Context: an optimization exercise on an open-source flow, tuned for small area. The choices shown serve that exercise and are no tape-out recipe. In this exercise RTL edits were held to simulation tests only and were not proved equivalent to the original. The flow treats the clock pin as an ideal source, which a real chip does not have. No activity file was given, so power comes from the tool's default toggle rates.

// Greedy_snake
module Greedy_snake
(
	input Clk,
	input Rst_n,
	input Left,
	input Right,
	input Up,
	input Down,
	output VSYNC_Sig_out,
	output HSYNC_Sig_out,
	output [4:0] VGA_red_o,
	output [5:0] VGA_green_o,
	output [4:0] VGA_blue_o,
	output vga_blank,
	output vga_sync,
	output [7:0] Smg_duan,
	output [3:0] Smg_we
);
	reg [2:0] kc;
	reg [3:0] k2;
	reg       kany;
	reg [1:0] kidx;
	wire kc_s5 = kc[2] & ~kc[1];
	wire kc_s0 = ~kc[2] & ~kc[0];
	wire kc_s1 = ~kc[1] & kc[0];
	wire [3:0] kin = {Down, Up, Right, Left};
	wire [3:0] kfall = k2 & ~kin;
	always @(posedge Clk or negedge Rst_n)
		if (!Rst_n) begin
			kc <= 3'b000;
			k2 <= 4'd0;
			kany <= 1'b0;
			kidx <= 2'd0;
		end else begin
			kc <= {kc[1:0], ~kc[2]};
			if (kc_s5) begin
				k2 <= kin;
				kany <= |kfall;
				kidx <= kfall[0] ? 2'd0 : kfall[1] ? 2'd1 : kfall[2] ? 2'd2 : 2'd3;
			end
		end
	wire key_any = kany & kc_s0;
	reg [1:0] gs;
	wire st_play = gs[0];
	wire st_end = gs[1];
	reg hitw, hitb;
	always @(posedge Clk or negedge Rst_n)
		if (!Rst_n)
			gs <= 2'b00;
		else if (st_end) begin
			if (key_any) gs <= 2'b00;
		end else if (st_play) begin
  ...
Size in the first run: ~1400 cells after synthesis, ~38 I/O pins, roughly 12000 um^2 of cells after synthesis.
make LEC_CHECK=0 CAP_MARGIN=20 CORE_MARGIN=2 CORE_UTILIZATION=40 PLACE_DENSITY=0.6 SLEW_MARGIN=20 finish   # period 10.0 ns
run.sh (not shown) runs the stock make flow with config.mk's settings and CLKGATE_MAP_FILE= SYNTH_SCRIPT=/design/flow/synth_recipe.tcl, a recipe that flattens the netlist after the stock synthesis.
Next try:
Settings changed: ABC_AREA set to 1.
After rerunning: Power fell by 2.7%; worst hold slack improved by 16 ps; cell area climbs by 3.5%.
Next try:
==> flow/flow/run.sh (new file) <==
#!/bin/bash
# Layout flow: the standard ORFS flow (standard.sh), with a clock tree
# of fewer, larger sink clusters and no dummy clock loads, and minimum-size
# port buffers.  The make output goes to flow_make.log; each ORFS step keeps
# its own log under orfs/logs/.
set -euo pipefail
bash standard.sh \
  "CTS_ARGS=-sink_clustering_enable -repair_clock_nets -dont_use_dummy_load -sink_clustering_size 30 -sink_clustering_max_diameter 150 -buf_list {sky130_fd_sc_hd__clkbuf_8}" \
  "BUFFER_PORTS_ARGS=-buffer_cell sky130_fd_sc_hd__buf_1" \
  finish > flow_make.log 2>&1
==> flow/standard.sh (new file) <==
#!/bin/bash
# synth_recipe.tcl (not shown) runs the flow's synth.tcl, then flattens the netlist and writes it again
# the make line also repeats each setting of config.mk as NAME=value (left out here)
make -C /OpenROAD-flow-scripts/flow DESIGN_CONFIG=/design/flow/config.mk WORK_HOME=/design/flow/orfs CLKGATE_MAP_FILE= SYNTH_SCRIPT=/design/flow/synth_recipe.tcl "${@:-finish}"
Settings changed: ABC_AREA 1 to not set.
removed: flow/run.sh
What happened:
- core utilization drops by 2.1 points
- final cell count drops by about 16%
- combinational power drops by 11%
- setup slack degrades by 160 ps
- die area drops by 2.9%
- wire length drops by 13%
- via count drops by 14%
- critical path depth drops by 1
- synthesized cell count drops by 17%

---

Greedy_snake, a different RTL version from the one above (not shown whole).
Size in the first run: roughly 1100 cells after synthesis, roughly 200 flip-flops, ~10000 µm² of cells after synthesis.
==> flow/config.mk <==
export PLATFORM = sky130hd
export DESIGN_NAME = Greedy_snake
export DESIGN_NICKNAME = Greedy_snake
export VERILOG_FILES = /design/flow/design.v
export SDC_FILE = /design/flow/constraint.sdc
export NUM_CORES = 4
export LEC_CHECK = 0
export CAP_MARGIN = 20
export CORE_MARGIN = 2
export CORE_UTILIZATION = 65
export PLACE_DENSITY = 0.8
export SLEW_MARGIN = 20
==> flow/constraint.sdc <==
create_clock -name core_clock -period 10.0 [get_ports {Clk}]
set_input_delay 2.0000 -clock core_clock [delete_from_list [all_inputs] [get_ports {Clk}]]
set_output_delay 2.0000 -clock core_clock [all_outputs]
set_load 0.01 [all_outputs]
standard.sh (not shown) runs the stock make flow with config.mk's settings and CLKGATE_MAP_FILE= SYNTH_SCRIPT=/design/flow/synth_recipe.tcl, a recipe that flattens the netlist after the stock synthesis.
==> flow/flow/run.sh <==
#!/bin/bash
# Layout flow: the standard ORFS flow (standard.sh) with three changes:
#  - synthesis: the standard synthesis script, but the combinational logic
#    is mapped with an area-oriented ABC script (abc_mine.script, no delay
#    target) and without the full-adder extraction; the registers are the
#    standard synthesis's (same passes up to flip-flop mapping);
#  - clock tree: fewer, larger sink clusters of clkbuf_8 and no dummy loads;
#  - port buffers: minimum-size buffers.
# The make output goes to flow_make.log; each ORFS step keeps its own log
# under orfs/logs/.
set -euo pipefail
W=$PWD
export MY_ABC_SCRIPT=$W/flow/abc_mine.script
bash standard.sh \
  "SYNTH_SCRIPT=$W/flow/synth_recipe_area.tcl" \
  "ADDER_MAP_FILE=" \
  "CTS_ARGS=-sink_clustering_enable -repair_clock_nets -dont_use_dummy_load -sink_clustering_size 10 -sink_clustering_max_diameter 50 -buf_list {sky130_fd_sc_hd__clkbuf_4}" \
  "BUFFER_PORTS_ARGS=-buffer_cell sky130_fd_sc_hd__buf_1" \
  finish > flow_make.log 2>&1
==> flow/flow/abc_mine.script <==
strash
&get -n
&fraig -x
&put
scorr
dc2
dretime
strash
&get -n
&dch -f
&nf
&put
==> flow/flow/synth_recipe_area.tcl <==
proc synth {args} { yosys synth -nofsm -noshare {*}$args }
# Map the combinational logic with an area-oriented ABC script (no delay
# target); the registers are the standard synthesis's.
proc abc {args} {
  set i [lsearch -exact $args -script]
  if {$i >= 0} { set args [lreplace $args $i [expr {$i + 1}] -script $::env(MY_ABC_SCRIPT)] }
  set i [lsearch -exact $args -D]
  if {$i >= 0} { set args [lreplace $args $i [expr {$i + 1}]] }
  yosys abc {*}$args
}
source $::env(SCRIPTS_DIR)/synth.tcl
# left out here: clear keep_hierarchy, flatten, clean up, hide names made inside functions, write 1_2_yosys.v
Edit:
==> flow/flow/abc_mine.script (replaced) <==
strash
&get -n
&fraig -x
&put
scorr
dc2
dretime
strash
&get -n
&dch -f
&nf -R 100
&put
Settings changed: CORE_UTILIZATION 65 to 80, PLACE_DENSITY 0.8 to 0.9.
What happened:
- non-clock buffer count climbs by 1
- hold slack is about the same
- worst setup slack degrades by 73 ps
Edit:
--- a/flow/flow/run.sh
+++ b/flow/flow/run.sh
@@ -17 +17 @@
-  "CTS_ARGS=-sink_clustering_enable -repair_clock_nets -dont_use_dummy_load -sink_clustering_size 10 -sink_clustering_max_diameter 50 -buf_list {sky130_fd_sc_hd__clkbuf_4}" \
+  "CTS_ARGS=-sink_clustering_enable -repair_clock_nets -dont_use_dummy_load -sink_clustering_size 14 -sink_clustering_max_diameter 70 -buf_list {sky130_fd_sc_hd__clkbuf_8}" \
==> flow/flow/abc_mine.script (replaced) <==
strash
&get -n
&fraig -x
&put
scorr
dc2
dretime
strash
&get -n
&dch -f
&nf
&put
Settings changed: CORE_UTILIZATION 80 to 65, PLACE_DENSITY 0.9 to 0.8.
What happened: Cell area goes up by 2.0%. Count of clock-buffer cells in the layout came out lower by 6. Sequential power stays flat. Synthesized area went up by 0.92%. Non-clock buffer count is lower by 1. Clock power rose by 15%. Combinational power increases by about 2%. Utilization shrinks by 16 points. Power grows by 4.3%.
Edit:
--- a/flow/flow/run.sh
+++ b/flow/flow/run.sh
@@ -17 +17 @@
-  "CTS_ARGS=-sink_clustering_enable -repair_clock_nets -dont_use_dummy_load -sink_clustering_size 14 -sink_clustering_max_diameter 70 -buf_list {sky130_fd_sc_hd__clkbuf_8}" \
+  "CTS_ARGS=-sink_clustering_enable -repair_clock_nets -dont_use_dummy_load -sink_clustering_size 8 -sink_clustering_max_diameter 40 -buf_list {sky130_fd_sc_hd__clkbuf_4}" \
==> flow/flow/abc_mine.script (replaced) <==
strash
&get -n
&fraig -x
&put
scorr
dc2
dretime
strash
&get -n
&dch -f
&nf -R 100
&put
Settings changed: CORE_UTILIZATION 65 to 80, PLACE_DENSITY 0.8 to 0.9.
Effect:
- global-route usage goes up by 7.8 points
- synthesized area falls slightly
- total power fell slightly
- via count increases by a few percent
- clock-buffer cell count climbs by 12
- clock skew climbs by 63 ps
- wire length rises by a few percent
- die area is lower by about a fifth
- setup slack gets worse by 230 ps
Edit:
--- a/flow/flow/run.sh
+++ b/flow/flow/run.sh
@@ -17 +17 @@
-  "CTS_ARGS=-sink_clustering_enable -repair_clock_nets -dont_use_dummy_load -sink_clustering_size 8 -sink_clustering_max_diameter 40 -buf_list {sky130_fd_sc_hd__clkbuf_4}" \
+  "CTS_ARGS=-sink_clustering_enable -repair_clock_nets -dont_use_dummy_load -buf_list {sky130_fd_sc_hd__clkbuf_4 sky130_fd_sc_hd__clkbuf_8}" \
==> flow/flow/abc_mine.script (replaced) <==
strash
&get -n
&fraig -x
&put
scorr
dc2
dretime
strash
&get -n
&dch -f
&nf
&put
Settings changed: CORE_UTILIZATION 80 to 65, PLACE_DENSITY 0.9 to 0.8.
The new run ran to the end with no violations.
Setup slack improves by 220 ps.
Design area came out higher by 3.7%.
Sequential share of layout area shrinks by 1.8 points.
Die area came out higher by 23%.
Via count falls by 1.5%.
Wire length shrinks by 2.2%.
Critical path depth stays the same.

---

run A:
Greedy_snake, a different RTL version from the one above (not shown whole).
Size: roughly 960 cells after synthesis, about 190 flip-flops, about 38 I/O pins, ~0.0096 sq mm of cells after synthesis.
==> flow/config.mk <==
export PLATFORM = sky130hd
export DESIGN_NAME = Greedy_snake
export DESIGN_NICKNAME = Greedy_snake
export VERILOG_FILES = /design/flow/design.v
export SDC_FILE = /design/flow/constraint.sdc
export NUM_CORES = 4
export LEC_CHECK = 0
export CAP_MARGIN = 0
export CORE_MARGIN = 2
export CORE_UTILIZATION = 80
export PLACE_DENSITY = 0.9
export SLEW_MARGIN = 0
==> flow/constraint.sdc <==
create_clock -name core_clock -period 10.0 [get_ports {Clk}]
set_input_delay 2.0000 -clock core_clock [delete_from_list [all_inputs] [get_ports {Clk}]]
set_output_delay 2.0000 -clock core_clock [all_outputs]
set_load 0.01 [all_outputs]
==> flow/flow/run.sh <==
#!/bin/bash
# Layout flow: the standard ORFS flow (standard.sh) with three changes:
#  - synthesis: the standard synthesis script, but the combinational logic
#    is mapped with an area-oriented ABC script (abc_mine.script, no delay
#    target) and without the full-adder extraction; the registers are the
#    standard synthesis's (same passes up to flip-flop mapping);
#  - clock tree: small sink clusters of clkbuf_4 and no dummy loads; if the
#    clock tree tool finds no clustering solution with those limits, the
#    clock tree is built again with clusters of clkbuf_8 (which keep the
#    flip-flop clock slew low without clustering too);
#  - port buffers: minimum-size buffers.
# The make output goes to flow_make.log; each ORFS step keeps its own log
# under orfs/logs/.
set -euo pipefail
W=$PWD
export MY_ABC_SCRIPT=$W/flow/abc_mine.script
COMMON=(
  "SYNTH_SCRIPT=$W/flow/synth_recipe_area.tcl"
  "ADDER_MAP_FILE="
  "BUFFER_PORTS_ARGS=-buffer_cell sky130_fd_sc_hd__buf_1"
)
CTS="CTS_ARGS=-sink_clustering_enable -repair_clock_nets -dont_use_dummy_load -sink_clustering_size 6 -sink_clustering_max_diameter 50 -buf_list {sky130_fd_sc_hd__clkbuf_4}"
CTS_BIG="CTS_ARGS=-sink_clustering_enable -repair_clock_nets -dont_use_dummy_load -sink_clustering_size 14 -sink_clustering_max_diameter 70 -buf_list {sky130_fd_sc_hd__clkbuf_8}"
bash standard.sh "${COMMON[@]}" "$CTS" cts > flow_make.log 2>&1
CTS_LOG=$(ls "$W"/orfs/logs/*/Greedy_snake/base/4_1_cts.log)
if ! grep -q "A clustering solution was found" "$CTS_LOG"; then
  echo "no clustering solution with clkbuf_4; building the clock tree with clkbuf_8" >> flow_make.log
  cp "$CTS_LOG" "$W/cts_clkbuf4_attempt.log"
  bash standard.sh "${COMMON[@]}" "$CTS" clean_cts >> flow_make.log 2>&1
  CTS="$CTS_BIG"
  bash standard.sh "${COMMON[@]}" "$CTS" cts >> flow_make.log 2>&1
fi
bash standard.sh "${COMMON[@]}" "$CTS" finish >> flow_make.log 2>&1
==> flow/flow/abc_mine.script <==
strash
&get -n
&fraig -x
&put
scorr
dc2
dretime
strash
&get -n
&dch -f
&nf -R 100
&put
Scripts as last shown in full above: flow/flow/synth_recipe_area.tcl
#### Input delta (run B over run A)
-- flow/flow/run.sh --
<<< run A, line 21
)
CTS="CTS_ARGS=-sink_clustering_enable -repair_clock_nets -dont_use_dummy_load -sink_clustering_size 6 -sink_clustering_max_diameter 50 -buf_list {sky130_fd_sc_hd__clkbuf_4}"
CTS_BIG="CTS_ARGS=-sink_clustering_enable -repair_clock_nets -dont_use_dummy_load -sink_clustering_size 14 -sink_clustering_max_diameter 70 -buf_list {sky130_fd_sc_hd__clkbuf_8}"
>>> run B, line 21
)
CTS="CTS_ARGS=-sink_clustering_enable -repair_clock_nets -dont_use_dummy_load -sink_clustering_size 8 -sink_clustering_max_diameter 60 -buf_list {sky130_fd_sc_hd__clkbuf_4}"
CTS_BIG="CTS_ARGS=-sink_clustering_enable -repair_clock_nets -dont_use_dummy_load -sink_clustering_size 14 -sink_clustering_max_diameter 70 -buf_list {sky130_fd_sc_hd__clkbuf_8}"
Notes after the runs:
The first-pass detailed-route iteration total of run B and that of run A are within noise of each other.
Run B: flow completed, timing, DRC and antenna clean
Comparing run A with run B, the cell area after layout came out essentially unchanged.
[compare] base=run A new=run B: fraction of final layout cells with drive strength greater than 1 ~0 delta, total power ~0 delta.
What run C does differently from run B at the input level:
-- flow/flow/run.sh --
<<< run B, line 21
)
CTS="CTS_ARGS=-sink_clustering_enable -repair_clock_nets -dont_use_dummy_load -sink_clustering_size 8 -sink_clustering_max_diameter 60 -buf_list {sky130_fd_sc_hd__clkbuf_4}"
CTS_BIG="CTS_ARGS=-sink_clustering_enable -repair_clock_nets -dont_use_dummy_load -sink_clustering_size 14 -sink_clustering_max_diameter 70 -buf_list {sky130_fd_sc_hd__clkbuf_8}"
>>> run C, line 21
)
CTS="CTS_ARGS=-sink_clustering_enable -repair_clock_nets -dont_use_dummy_load -sink_clustering_size 10 -sink_clustering_max_diameter 50 -buf_list {sky130_fd_sc_hd__clkbuf_4}"
CTS_BIG="CTS_ARGS=-sink_clustering_enable -repair_clock_nets -dont_use_dummy_load -sink_clustering_size 14 -sink_clustering_max_diameter 70 -buf_list {sky130_fd_sc_hd__clkbuf_8}"
==> results.txt <==
- Between run C and run B, the difference in timing-limited maximum frequency is negligible.
- Reported for run C and run B, area occupied by registers turned out identical to the last digit.
- Between run C and run B, the difference in clock power share is negligible.
- DRC violation count after routing came out exactly the same in run C and run B.
- Run B -> run C: clock-cell share of area delta 0, exact match
- From run B to run C, post-CTS setup repair buffer count did not move at all.

---

Another version of the RTL of Greedy_snake (not shown whole).
Size: about 210 flip-flops, about 11,000 um^2 of cells after synthesis.
clock: 10.0 ns
lec_check: 0
cap_margin: 20
core_margin: 2
core_utilization: 40
place_density: 0.6
slew_margin: 20
==> flow/flow/run.sh <==
#!/bin/bash
# Layout flow: the standard ORFS flow (standard.sh) with three changes:
#  - synthesis: the standard synthesis script, but the combinational logic
#    is mapped with an area-oriented ABC script (abc_mine.script, no delay
#    target) and without the full-adder extraction; the registers are the
#    standard synthesis's (same passes up to flip-flop mapping);
#  - clock tree: fewer, larger sink clusters of clkbuf_8 and no dummy loads;
#  - port buffers: minimum-size buffers.
# The make output goes to flow_make.log; each ORFS step keeps its own log
# under orfs/logs/.
set -euo pipefail
W=$PWD
export MY_ABC_SCRIPT=$W/flow/abc_mine.script
bash standard.sh \
  "SYNTH_SCRIPT=$W/flow/synth_recipe_area.tcl" \
  "ADDER_MAP_FILE=" \
  "CTS_ARGS=-sink_clustering_enable -repair_clock_nets -dont_use_dummy_load -sink_clustering_size 14 -sink_clustering_max_diameter 70 -buf_list {sky130_fd_sc_hd__clkbuf_8}" \
  "BUFFER_PORTS_ARGS=-buffer_cell sky130_fd_sc_hd__buf_1" \
  finish > flow_make.log 2>&1
==> flow/flow/abc_mine.script <==
strash
&get -n
&fraig -x
&put
scorr
dc2
dretime
strash
&get -n
&dch -f
&nf
&put
Scripts as last shown in full above: flow/flow/synth_recipe_area.tcl
Next try:
==> flow/flow/run.sh (replaced) <==
#!/bin/bash
# Layout flow: the standard ORFS flow (standard.sh), with a clock tree
# built from small clock buffers and no dummy clock loads, and minimum-size
# port buffers.  The make output goes to flow_make.log; each ORFS step keeps
# its own log under orfs/logs/.
set -euo pipefail
bash standard.sh \
  "CTS_ARGS=-sink_clustering_enable -repair_clock_nets -dont_use_dummy_load -buf_list {sky130_fd_sc_hd__clkbuf_2 sky130_fd_sc_hd__clkbuf_4 sky130_fd_sc_hd__clkbuf_8}" \
  "BUFFER_PORTS_ARGS=-buffer_cell sky130_fd_sc_hd__buf_1" \
  finish > flow_make.log 2>&1
- ABC_AREA: unset -> 1
removed: flow/flow/abc_mine.script
removed: flow/flow/synth_recipe_area.tcl
Outcome: The new run completed with no timing, DRC or antenna violations. Via count goes up by 27%. Fmax goes up by 2.7%. Core utilization stays flat. Area after synthesis goes up by 22%. Die area goes up by 22%.
Next try:
==> flow/flow/run.sh (replaced) <==
#!/bin/bash
# Layout flow: the standard ORFS flow (standard.sh) with three changes:
#  - synthesis: the standard synthesis script, but the combinational logic
#    is mapped with an area-oriented ABC script (abc_mine.script, no delay
#    target) and without the full-adder extraction; the registers are the
#    standard synthesis's (same passes up to flip-flop mapping);
#  - clock tree: fewer, larger sink clusters of clkbuf_8 and no dummy loads;
#  - port buffers: minimum-size buffers.
# The make output goes to flow_make.log; each ORFS step keeps its own log
# under orfs/logs/.
set -euo pipefail
W=$PWD
export MY_ABC_SCRIPT=$W/flow/abc_mine.script
bash standard.sh \
  "SYNTH_SCRIPT=$W/flow/synth_recipe_area.tcl" \
  "ADDER_MAP_FILE=" \
  "CTS_ARGS=-sink_clustering_enable -repair_clock_nets -dont_use_dummy_load -sink_clustering_size 24 -sink_clustering_max_diameter 100 -buf_list {sky130_fd_sc_hd__clkbuf_16}" \
  "BUFFER_PORTS_ARGS=-buffer_cell sky130_fd_sc_hd__buf_1" \
  finish > flow_make.log 2>&1
==> flow/flow/abc_mine.script (new file) <==
strash
&get -n
&fraig -x
&put
scorr
dc2
dretime
strash
&get -n
&dch -f
&nf
&put
==> flow/flow/synth_recipe_area.tcl (new file) <==
proc synth {args} { yosys synth -nofsm -noshare {*}$args }
# Map the combinational logic with an area-oriented ABC script (no delay
# target); the registers are the standard synthesis's.
proc abc {args} {
  set i [lsearch -exact $args -script]
  if {$i >= 0} { set args [lreplace $args $i [expr {$i + 1}] -script $::env(MY_ABC_SCRIPT)] }
  set i [lsearch -exact $args -D]
  if {$i >= 0} { set args [lreplace $args $i [expr {$i + 1}]] }
  yosys abc {*}$args
}
source $::env(SCRIPTS_DIR)/synth.tcl
# left out here: clear keep_hierarchy, flatten, clean up, hide names made inside functions, write 1_2_yosys.v
- ABC_AREA: 1 -> unset
What happened: The changed run completed without violations. First-iteration DRC count shrinks by 4.2%. Clock power shrinks by about 30%. Critical path depth shrinks by 1.

## afterwards: timing with drivers on the ports
How much do the figures lean on ideal ports? The routed layouts below were timed once more, with nothing changed but the port constraints. Step 1 assumes that a clkbuf_16 drives the clock port and a buf_2 every other input. Step 2 moves the port delays by t, midway between the first and last clock arrival at a register: inputs arrive t later, outputs are due t later. That takes back most of the time a late clock gives input paths. a / b / c = ideal ports / drivers / drivers and shift; a / b = the first two.
| run | shift t [ns] | setup WS [ns] | latest minus earliest clock arrival (ns) | worst slew at a driven data input, ns | pins driven straight from the clock port |
|---|---|---|---|---|---|
| the first run of note 1 | 0.483 | 4.958 / 4.910 / 5.394 | 0.017 / 0.017 | 0.03 | 1 |
| the second run of note 1 | 0.488 | 5.442 / 5.391 / 5.879 | 0.016 / 0.016 | 0.05 | 1 |
| the third run of note 1 | 0.514 | 5.278 / 5.233 / 5.748 | 0.052 / 0.051 | 0.03 | 1 |
| the first run of note 2 | 0.674 | 5.340 / 5.302 / 5.671 | 0.081 / 0.081 | 0.03 | 1 |
| the second run of note 2 | 0.661 | 5.267 / 5.229 / 5.345 | 0.052 / 0.053 | 0.03 | 1 |
| the third run of note 2 | 0.533 | 5.447 / 5.405 / 5.634 | 0.039 / 0.038 | 0.03 | 1 |
| the fourth run of note 2 | 0.684 | 5.221 / 5.183 / 5.286 | 0.102 / 0.102 | 0.03 | 1 |
| the fifth run of note 2 | 0.536 | 5.444 / 5.406 / 5.699 | 0.037 / 0.037 | 0.03 | 1 |
| run A | 0.500 | 4.490 / 4.490 / 4.490 | 0.027 / 0.027 | 0.04 | 1 |
| run B | 0.500 | 4.490 / 4.490 / 4.490 | 0.027 / 0.027 | 0.04 | 1 |
| run C | 0.500 | 4.490 / 4.490 / 4.490 | 0.027 / 0.027 | 0.04 | 1 |
| the first run of note 4 | 0.555 | 5.465 / 5.420 / 5.975 | 0.023 / 0.024 | 0.03 | 1 |
| the second run of note 4 | 0.567 | 5.585 / 5.539 / 6.105 | 0.038 / 0.037 | 0.03 | 1 |
| the third run of note 4 | 0.506 | 5.501 / 5.456 / 5.961 | 0.035 / 0.035 | 0.03 | 1 |
After both steps setup and hold are still met in every run listed.
